Source: an optimization exercise on an open RTL-to-GDS flow (aim: small area). Production flows keep margins and buffers that such runs may drop. The RTL was checked by simulation tests, not by an equivalence proof against the original design. The flow treats the clock pin as an ideal source, which a real chip does not have. No activity file was given, so power comes from the tool's default toggle rates.

## CloclSystem
module CloclSystem(
    input clk_50m,
    input cr,
    input en,
    input [1:0] clock_set_select,alarm_set_select,
    input alarm_and_ratio_en,
    input confirm,
    input day_set,
    output alarm,
    output is_pm,
    output [6:0] seg,
    output [7:0] pos,
    output [7:0] output_second
    );
    reg [4:0] da;
    reg [3:0] dj;
    reg dh;
    wire a_end = da[4] & da[3];                  
    wire j9 = dj[3] & dj[0];                     
    wire clk_1k_w  = dj[0];
    wire clk_1hz_w = dh;
    wire clk_2hz_w = dj[3] | (dj[2] & (dj[1] | dj[0]));    
    wire tick_1k  = a_end & ~dj[0];
    wire tick_1hz = a_end & j9 & ~dh;
    always @(posedge clk_50m or negedge cr)
        if (!cr) begin
            da <= 5'd0;
            dj <= 4'd0;
            dh <= 1'b0;
        end else begin
            da[0] <= ~(da[0] | a_end);
            da[1] <= da[1] ^ da[0];
            da[2] <= da[2] ^ (da[1] & da[0]);
            da[3] <= ~a_end & (da[3] ^ (da[2] & da[1] & da[0]));
            da[4] <= (da[4] & ~da[3]) | (da[3] & da[2] & da[1] & da[0]);
            dj[0] <= dj[0] ^ a_end;
            dj[1] <= dj[1] ^ (a_end & dj[0] & ~dj[3]);
            dj[2] <= dj[2] ^ (a_end & dj[0] & dj[1]);
            dj[3] <= dj[3] ^ (a_end & dj[0] & (dj[3] | (dj[1] & dj[2])));
            dh <= dh ^ (a_end & j9);
        end
    reg [3:0] su, mu, hu;
    reg [2:0] st, mt;
    reg [1:0] ht;
    wire sec_clr = ~clock_set_select[1] & clock_set_select[0] & confirm;
    wire su9 = su[3] & su[0];
    wire st5 = st[2] & st[0];
    wire mu9 = mu[3] & mu[0];
    wire mt5 = mt[2] & mt[0];
    wire up_second = su9 & st5;
  ...
Size: about 390 cells after synthesis, roughly 51 flip-flops, about 3000 um^2 of cells after synthesis.
Settings: LEC_CHECK=0, CAP_MARGIN=20, CORE_MARGIN=2, CORE_UTILIZATION=40, PLACE_DENSITY=0.6, SLEW_MARGIN=20; clock period 10.0 ns.
standard.sh (not shown) runs the stock make flow with config.mk's settings and CLKGATE_MAP_FILE= SYNTH_SCRIPT=/design/flow/synth_recipe.tcl, a recipe that flattens the netlist after the stock synthesis.
==> flow/flow/run.sh <==
#!/bin/bash
# Own layout flow: the standard ORFS flow, with
#  - synthesis through flow/synth.tcl (standard synthesis, area-oriented ABC mapping),
#  - port buffers of the smallest buffer cell,
#  - CTS without dummy loads.
set -euo pipefail
W=$(pwd)
export FLOW_WORK=$W
export FLOW_ABC_SCRIPT=$W/flow/area.abc
bash standard.sh \
  SYNTH_SCRIPT=$W/flow/synth.tcl \
  "BUFFER_PORTS_ARGS=-buffer_cell sky130_fd_sc_hd__buf_1" \
  "CTS_ARGS=-sink_clustering_enable -repair_clock_nets -dont_use_dummy_load" \
  finish > $W/flow_make.log 2>&1
==> flow/flow/area.abc <==
strash
balance -l
resub -K 6 -l
rewrite -l
resub -K 6 -N 2 -l
refactor -l
resub -K 8 -l
balance -l
resub -K 8 -N 2 -l
rewrite -l
resub -K 10 -l
rewrite -z -l
resub -K 10 -N 2 -l
balance -l
resub -K 12 -l
refactor -z -l
resub -K 12 -N 2 -l
rewrite -z -l
balance -l
dch -f
amap -F 100 -A 100
strash
balance -l
resub -K 6 -l
rewrite -l
resub -K 6 -N 2 -l
refactor -l
resub -K 8 -l
balance -l
resub -K 8 -N 2 -l
rewrite -l
resub -K 10 -l
rewrite -z -l
resub -K 10 -N 2 -l
balance -l
resub -K 12 -l
refactor -z -l
resub -K 12 -N 2 -l
rewrite -z -l
balance -l
dch -f
amap -F 100 -A 100
==> flow/flow/synth.tcl <==
# Standard synthesis (synth_recipe.tcl) with an area-oriented technology mapping:
# no half/full-adder extraction, and ABC run with flow/area.abc without a delay target.
proc extract_fa {args} { }
proc abc {args} {
  set out {}
  set skip 0
  foreach a $args {
    if {$skip} { set skip 0; continue }
    if {$a eq "-script" || $a eq "-D" || $a eq "-constr"} { set skip 1; continue }
    lappend out $a
  }
  yosys abc -script $::env(FLOW_ABC_SCRIPT) {*}$out
}
source $::env(FLOW_WORK)/synth_recipe.tcl
The first run completed with no timing, DRC or antenna violations.
Then changed:
==> flow/flow/area.abc (replaced) <==
strash
balance
rewrite
refactor
balance
rewrite
rewrite -z
balance
refactor -z
rewrite -z
balance
dch -f
map -a
topo
dnsize
Routed wire length falls by about 6%.
Register-to-register slack gets worse by 0.30 ns.
First-iteration DRC count falls by 52%.
Non-clock buffer count falls by 1.
Final cell count rises by 10%.
Global-route usage falls by 1.8 points.
Setup slack gets better by 0.62 ns.
Then changed:
--- a/flow/flow/run.sh
+++ b/flow/flow/run.sh
@@ -5 +5,2 @@
-#  - CTS without dummy loads.
+#  - CTS without dummy loads, then clock buffers downsized (flow/post_cts.tcl)
+#    while the flip-flop clock-pin slew stays under 115 ps.
@@ -13,0 +15 @@
+  POST_CTS_TCL=$W/flow/post_cts.tcl \
==> flow/flow/area.abc (replaced) <==
strash
balance -l
resub -K 6 -l
rewrite -l
resub -K 6 -N 2 -l
refactor -l
resub -K 8 -l
balance -l
resub -K 8 -N 2 -l
rewrite -l
resub -K 10 -l
rewrite -z -l
resub -K 10 -N 2 -l
balance -l
resub -K 12 -l
refactor -z -l
resub -K 12 -N 2 -l
rewrite -z -l
balance -l
dch -f
amap -F 100 -A 100
strash
balance -l
resub -K 6 -l
rewrite -l
resub -K 6 -N 2 -l
refactor -l
resub -K 8 -l
balance -l
resub -K 8 -N 2 -l
rewrite -l
resub -K 10 -l
rewrite -z -l
resub -K 10 -N 2 -l
balance -l
resub -K 12 -l
refactor -z -l
resub -K 12 -N 2 -l
rewrite -z -l
balance -l
dch -f
amap -F 100 -A 100
==> flow/flow/post_cts.tcl (new file) <==
# Downsize clock-tree buffers while the flip-flop clock-pin slew stays well under the limit.
proc my_clk_slew_max {} {
  set m 0.0
  foreach pin [all_registers -clock_pins -edge_triggered] {
    foreach e {rise fall} {
      foreach a {min max} {
        set ps [expr {[sta::time_ui_sta [get_property $pin slew_${a}_$e]] * 1e12}]
        if {$ps > $m} { set m $ps }
      }
    }
  }
  return $m
}
set_propagated_clock [all_clocks]
set my_slew_limit 115.0
set my_order {sky130_fd_sc_hd__clkbuf_1 sky130_fd_sc_hd__clkbuf_2 sky130_fd_sc_hd__clkbuf_4 sky130_fd_sc_hd__clkbuf_8 sky130_fd_sc_hd__clkbuf_16}
estimate_parasitics -placement
puts "post_cts: clock-pin slew before [my_clk_slew_max] ps"
# leaf buffers first, then the buffers nearer the root
set my_bufs {}
foreach inst [[ord::get_db_block] getInsts] {
  if {[string match "clkbuf_*" [$inst getName]]} { lappend my_bufs $inst }
}
set my_bufs [lsort -decreasing -command {apply {{a b} {string compare [$a getName] [$b getName]}}} $my_bufs]
foreach inst $my_bufs {
  set name [$inst getName]
  set cur [[$inst getMaster] getName]
  if {![string match "sky130_fd_sc_hd__clkbuf_*" $cur] || ![string match "clkbuf_*" $name]} { continue }
  foreach cand $my_order {
    if {$cand eq $cur} { break }
    replace_cell $name $cand
    estimate_parasitics -placement
    if {[my_clk_slew_max] <= $my_slew_limit && [sta::max_slew_violation_count] == 0 && [sta::max_capacitance_violation_count] == 0} {
      puts "post_cts: $name $cur -> $cand"
      set cur $cand
      break
    }
    replace_cell $name $cur
  }
}
estimate_parasitics -placement
puts "post_cts: clock-pin slew after [my_clk_slew_max] ps"
detailed_placement
--- a/flow/flow/synth.tcl
+++ b/flow/flow/synth.tcl
@@ -13,0 +14,2 @@
+# pass-through wires get the smallest buffer
+proc insbuf {args} { yosys insbuf -buf sky130_fd_sc_hd__buf_1 A X }
Effect: Power rose by 2.1%; synthesized area fell by 5.1%; via count rose by about 0.6%; fmax fell by about 8%; clock-buffer cell count is unchanged; worst hold slack barely changes.

========
Another version of the RTL of CloclSystem (not shown whole).
For scale: roughly 49 flip-flops, about 35 I/O pins, roughly 2800 sq um of cells after synthesis.
==> flow/design.v (excerpt) <==
module CloclSystem(
    input clk_50m,
    input cr,
    input en,
    input [1:0] clock_set_select,alarm_set_select,
    input alarm_and_ratio_en,
    input confirm,
    input day_set,
    output alarm,
    output is_pm,
    output [6:0] seg,
    output [7:0] pos,
    output [7:0] output_second
    );
Settings: LEC_CHECK=0, CAP_MARGIN=20, CORE_MARGIN=2, CORE_UTILIZATION=40, PLACE_DENSITY=0.6, SLEW_MARGIN=20; clock period 10.0 ns.
==> flow/flow/run.sh <==
#!/bin/bash
# Own layout flow: the standard ORFS flow, with
#  - synthesis through flow/synth.tcl: the standard synthesis, but no half/full-adder
#    extraction and an area-oriented ABC mapping. Four ABC scripts (flow/abc_*.abc) are tried
#    in parallel, each in a full synthesis run of its own, and the smallest netlist is kept;
#  - port buffers of the smallest buffer cell;
#  - CTS without dummy loads, then clock buffers downsized (flow/post_cts.tcl)
#    while the flip-flop clock-pin slew stays under 115 ps.
set -euo pipefail
W=$(pwd)
export FLOW_WORK=$W
ARGS=(SYNTH_SCRIPT=$W/flow/synth.tcl
  "BUFFER_PORTS_ARGS=-buffer_cell sky130_fd_sc_hd__buf_1"
  "CTS_ARGS=-sink_clustering_enable -repair_clock_nets -dont_use_dummy_load"
  POST_CTS_TCL=$W/flow/post_cts.tcl)
R=results/$FLOW_PLATFORM/CloclSystem/base
REP=reports/$FLOW_PLATFORM/CloclSystem/base

# synthesis candidates: the first in the standard flow's own work folder, the others beside it
CANDS=(ds0 ds2 ds3 fast)
for i in "${!CANDS[@]}"; do
  c=${CANDS[$i]}
  if [[ $i == 0 ]]; then
    FLOW_ABC_SCRIPT=$W/flow/abc_$c.abc bash standard.sh "${ARGS[@]}" synth > $W/synth_$c.log 2>&1 &
  else
    sed "s#WORK_HOME=[^ ]*#WORK_HOME=$W/try_$c#" standard.sh > $W/try_$c.sh
    FLOW_ABC_SCRIPT=$W/flow/abc_$c.abc bash $W/try_$c.sh "${ARGS[@]}" synth > $W/synth_$c.log 2>&1 &
  fi
done
wait

area() { awk '/Chip area/ {print $NF}' "$1/$REP/synth_stat.txt"; }
best=$W/orfs
best_area=$(area $W/orfs)
echo "candidate ${CANDS[0]}: $best_area" > $W/synth_pick.log
for c in "${CANDS[@]:1}"; do
  a=$(area $W/try_$c || echo 1e9)
  echo "candidate $c: $a" >> $W/synth_pick.log
  if awk -v a="$a" -v b="$best_area" 'BEGIN {exit !(a < b)}'; then best=$W/try_$c; best_area=$a; fi
done
echo "kept $best ($best_area)" >> $W/synth_pick.log
if [[ $best != $W/orfs ]]; then
  cp $best/$R/1_2_yosys.v $W/orfs/$R/1_2_yosys.v
  cp $best/$REP/synth_stat.txt $W/orfs/$REP/synth_stat.txt
  rm -f $W/orfs/$R/1_synth.odb $W/orfs/$R/1_synth.sdc
fi

bash standard.sh "${ARGS[@]}" finish > $W/flow_make.log 2>&1
==> flow/flow/post_cts.tcl <==
# Downsize clock-tree buffers while the flip-flop clock-pin slew stays well under the limit.
proc my_clk_slew_max {} {
  set m 0.0
  foreach pin [all_registers -clock_pins -edge_triggered] {
    foreach e {rise fall} {
      foreach a {min max} {
        set ps [expr {[sta::time_ui_sta [get_property $pin slew_${a}_$e]] * 1e12}]
        if {$ps > $m} { set m $ps }
      }
    }
  }
  return $m
}
set_propagated_clock [all_clocks]
set my_slew_limit 115.0
set my_order {sky130_fd_sc_hd__clkbuf_1 sky130_fd_sc_hd__clkbuf_2 sky130_fd_sc_hd__clkbuf_4 sky130_fd_sc_hd__clkbuf_8 sky130_fd_sc_hd__clkbuf_16}
estimate_parasitics -placement
puts "post_cts: clock-pin slew before [my_clk_slew_max] ps"
# leaf buffers first, then the buffers nearer the root
set my_bufs {}
foreach inst [[ord::get_db_block] getInsts] {
  if {[string match "clkbuf_*" [$inst getName]]} { lappend my_bufs $inst }
}
set my_bufs [lsort -decreasing -command {apply {{a b} {string compare [$a getName] [$b getName]}}} $my_bufs]
foreach inst $my_bufs {
  set name [$inst getName]
  set cur [[$inst getMaster] getName]
  if {![string match "sky130_fd_sc_hd__clkbuf_*" $cur] || ![string match "clkbuf_*" $name]} { continue }
  foreach cand $my_order {
    if {$cand eq $cur} { break }
    replace_cell $name $cand
    estimate_parasitics -placement
    if {[my_clk_slew_max] <= $my_slew_limit && [sta::max_slew_violation_count] == 0 && [sta::max_capacitance_violation_count] == 0} {
      puts "post_cts: $name $cur -> $cand"
      set cur $cand
      break
    }
    replace_cell $name $cur
  }
}
estimate_parasitics -placement
puts "post_cts: clock-pin slew after [my_clk_slew_max] ps"
detailed_placement
Other scripts of this flow, unchanged in this note and not shown: flow/flow/abc_ds0.abc, flow/flow/abc_ds2.abc, flow/flow/abc_ds3.abc, flow/flow/abc_fast.abc, flow/flow/synth.tcl
The baseline produced a clean layout.
Edit:
--- a/flow/flow/run.sh
+++ b/flow/flow/run.sh
@@ -4,2 +4,3 @@
-#    extraction and an area-oriented ABC mapping. Four ABC scripts (flow/abc_*.abc) are tried
-#    in parallel, each in a full synthesis run of its own, and the smallest netlist is kept;
+#    extraction and an area-oriented ABC mapping. Nine ABC scripts (flow/abc_*.abc: eight deepsyn seeds and
+#    one quick script) are tried, four at a time, each in a full synthesis run of its own, and the
+#    smallest netlist is kept;
@@ -8 +9 @@
-#    while the flip-flop clock-pin slew stays under 115 ps.
+#    while the flip-flop clock-pin slew stays under 108 ps (as estimated after placement).
@@ -19,4 +20,4 @@
-# synthesis candidates: the first in the standard flow's own work folder, the others beside it
-CANDS=(ds0 ds2 ds3 fast)
-for i in "${!CANDS[@]}"; do
-  c=${CANDS[$i]}
+# synthesis candidates, four at a time: the first in the standard flow's own work folder, the others beside it
+CANDS=(ds0 ds2 ds4 ds6 ds1 ds3 ds5 ds7 fast)
+run_cand() {
+  local i=$1 c=${CANDS[$1]}
@@ -24 +25 @@
-    FLOW_ABC_SCRIPT=$W/flow/abc_$c.abc bash standard.sh "${ARGS[@]}" synth > $W/synth_$c.log 2>&1 &
+    FLOW_ABC_SCRIPT=$W/flow/abc_$c.abc bash standard.sh "${ARGS[@]}" synth > $W/synth_$c.log 2>&1
@@ -27 +28 @@
-    FLOW_ABC_SCRIPT=$W/flow/abc_$c.abc bash $W/try_$c.sh "${ARGS[@]}" synth > $W/synth_$c.log 2>&1 &
+    FLOW_ABC_SCRIPT=$W/flow/abc_$c.abc bash $W/try_$c.sh "${ARGS[@]}" synth > $W/synth_$c.log 2>&1
@@ -29 +30,4 @@
-done
+}
+for i in 0 1 2 3; do run_cand $i & done
+wait
+for i in 4 5 6 7 8; do run_cand $i & done
@@ -37 +41,2 @@
-  a=$(area $W/try_$c || echo 1e9)
+  a=$(area $W/try_$c 2>/dev/null || true)
+  a=${a:-1e9}
==> flow/flow/abc_ds1.abc (new file) <==
strash
&get -n
&deepsyn -T 60 -I 4 -S 1
&put
dch -f
amap -F 100 -A 100
==> flow/flow/abc_ds4.abc (new file) <==
strash
&get -n
&deepsyn -T 60 -I 4 -S 4
&put
dch -f
amap -F 100 -A 100
==> flow/flow/abc_ds5.abc (new file) <==
strash
&get -n
&deepsyn -T 60 -I 4 -S 5
&put
dch -f
amap -F 100 -A 100
==> flow/flow/abc_ds6.abc (new file) <==
strash
&get -n
&deepsyn -T 60 -I 4 -S 6
&put
dch -f
amap -F 100 -A 100
==> flow/flow/abc_ds7.abc (new file) <==
strash
&get -n
&deepsyn -T 60 -I 4 -S 7
&put
dch -f
amap -F 100 -A 100
--- a/flow/flow/post_cts.tcl
+++ b/flow/flow/post_cts.tcl
@@ -15,2 +15,2 @@
-set my_slew_limit 115.0
-set my_order {sky130_fd_sc_hd__clkbuf_1 sky130_fd_sc_hd__clkbuf_2 sky130_fd_sc_hd__clkbuf_4 sky130_fd_sc_hd__clkbuf_8 sky130_fd_sc_hd__clkbuf_16}
+set my_slew_limit 108.0
+set my_order {sky130_fd_sc_hd__clkbuf_1 sky130_fd_sc_hd__clkbuf_2 sky130_fd_sc_hd__clkbuf_4 sky130_fd_sc_hd__buf_6 sky130_fd_sc_hd__clkbuf_8 sky130_fd_sc_hd__clkbuf_16}
--- a/flow/config.mk
+++ b/flow/config.mk
@@ -10,2 +10,2 @@
-export CORE_UTILIZATION = 40
-export PLACE_DENSITY = 0.6
+export CORE_UTILIZATION = 60
+export PLACE_DENSITY = 0.75
What happened: Die area came out lower by a quarter to a third; total power came out lower slightly; worst setup slack got worse by 140 ps; fmax came out lower slightly; via count came out higher by a few percent; cell area came out lower by a few percent; synthesized cell count barely changes; combinational power came out lower by a few percent; routed wire length came out lower by a few percent.
Edit:
--- a/flow/flow/run.sh
+++ b/flow/flow/run.sh
@@ -4,3 +4,2 @@
-#    extraction and an area-oriented ABC mapping. Nine ABC scripts (flow/abc_*.abc: eight deepsyn seeds and
-#    one quick script) are tried, four at a time, each in a full synthesis run of its own, and the
-#    smallest netlist is kept;
+#    extraction and an area-oriented ABC mapping. Four ABC scripts (flow/abc_*.abc) are tried
+#    in parallel, each in a full synthesis run of its own, and the smallest netlist is kept;
@@ -9 +8 @@
-#    while the flip-flop clock-pin slew stays under 108 ps (as estimated after placement).
+#    while the flip-flop clock-pin slew stays under 120 ps.
@@ -20,4 +19,4 @@
-# synthesis candidates, four at a time: the first in the standard flow's own work folder, the others beside it
-CANDS=(ds0 ds2 ds4 ds6 ds1 ds3 ds5 ds7 fast)
-run_cand() {
-  local i=$1 c=${CANDS[$1]}
+# synthesis candidates: the first in the standard flow's own work folder, the others beside it
+CANDS=(ds0 ds2 ds3 fast)
+for i in "${!CANDS[@]}"; do
+  c=${CANDS[$i]}
@@ -25 +24 @@
-    FLOW_ABC_SCRIPT=$W/flow/abc_$c.abc bash standard.sh "${ARGS[@]}" synth > $W/synth_$c.log 2>&1
+    FLOW_ABC_SCRIPT=$W/flow/abc_$c.abc bash standard.sh "${ARGS[@]}" synth > $W/synth_$c.log 2>&1 &
@@ -28 +27 @@
-    FLOW_ABC_SCRIPT=$W/flow/abc_$c.abc bash $W/try_$c.sh "${ARGS[@]}" synth > $W/synth_$c.log 2>&1
+    FLOW_ABC_SCRIPT=$W/flow/abc_$c.abc bash $W/try_$c.sh "${ARGS[@]}" synth > $W/synth_$c.log 2>&1 &
@@ -30,4 +29 @@
-}
-for i in 0 1 2 3; do run_cand $i & done
-wait
-for i in 4 5 6 7 8; do run_cand $i & done
+done
@@ -41,2 +37 @@
-  a=$(area $W/try_$c 2>/dev/null || true)
-  a=${a:-1e9}
+  a=$(area $W/try_$c || echo 1e9)
--- a/flow/flow/post_cts.tcl
+++ b/flow/flow/post_cts.tcl
@@ -15 +15 @@
-set my_slew_limit 108.0
+set my_slew_limit 120.0
removed: flow/flow/abc_ds1.abc
removed: flow/flow/abc_ds4.abc
removed: flow/flow/abc_ds5.abc
removed: flow/flow/abc_ds6.abc
removed: flow/flow/abc_ds7.abc
Effect:
- The changed run completed without violations
- area after synthesis grows slightly
- via count shrinks slightly
- sequential share of layout area hardly moves
- global-route usage shrinks by 0.73 points
- routed wire length shrinks by a few percent
- worst setup slack is worse by 370 ps
- clock power grows by a few percent
- cell count grows slightly
- first-iteration DRC count shrinks by a quarter to a third
- fmax shrinks by a few percent
- sequential power stays flat

==> port drivers added, routing unchanged <==
The results above use ideal ports. As a check the final layouts listed here were re-extracted and re-timed, cells and wires unchanged. Step 1, drivers: a clkbuf_16 drives clk_50m and a buf_2 each remaining input, both assumed. Step 2 moves the port delays by t, midway between the first and last clock arrival at a register: inputs arrive t later, outputs are due t later. That takes back most of the time a late clock gives input paths. a / b / c = no drivers / after step 1 / after step 2; a / b = the first two.
run | shift t [ns] | slack for setup (ns) | hold WS [ns] | worst data-port slew with drivers (ns)
the first run of note 1 | 0.331 | 2.500 / 2.479 / 2.479 | 0.489 / 0.489 / 0.489 | 0.03
the second run of note 1 | 0.331 | 3.120 / 3.093 / 3.093 | 0.490 / 0.490 / 0.490 | 0.03
the third run of note 1 | 0.581 | 2.506 / 2.480 / 2.480 | 0.488 / 0.488 / 0.488 | 0.04
the first run of note 2 | 0.542 | 2.486 / 2.465 / 2.465 | 0.492 / 0.492 / 0.492 | 0.03
the second run of note 2 | 0.522 | 2.345 / 2.316 / 2.316 | 0.499 / 0.499 / 0.499 | 0.04
the third run of note 2 | 0.588 | 1.976 / 1.952 / 1.952 | 0.495 / 0.495 / 0.495 | 0.03
After both steps setup and hold are still met in every run listed. The setup slack of the second run of note 2, which loses most, moves by -0.029 ns with the drivers and by -0.029 ns with both steps.
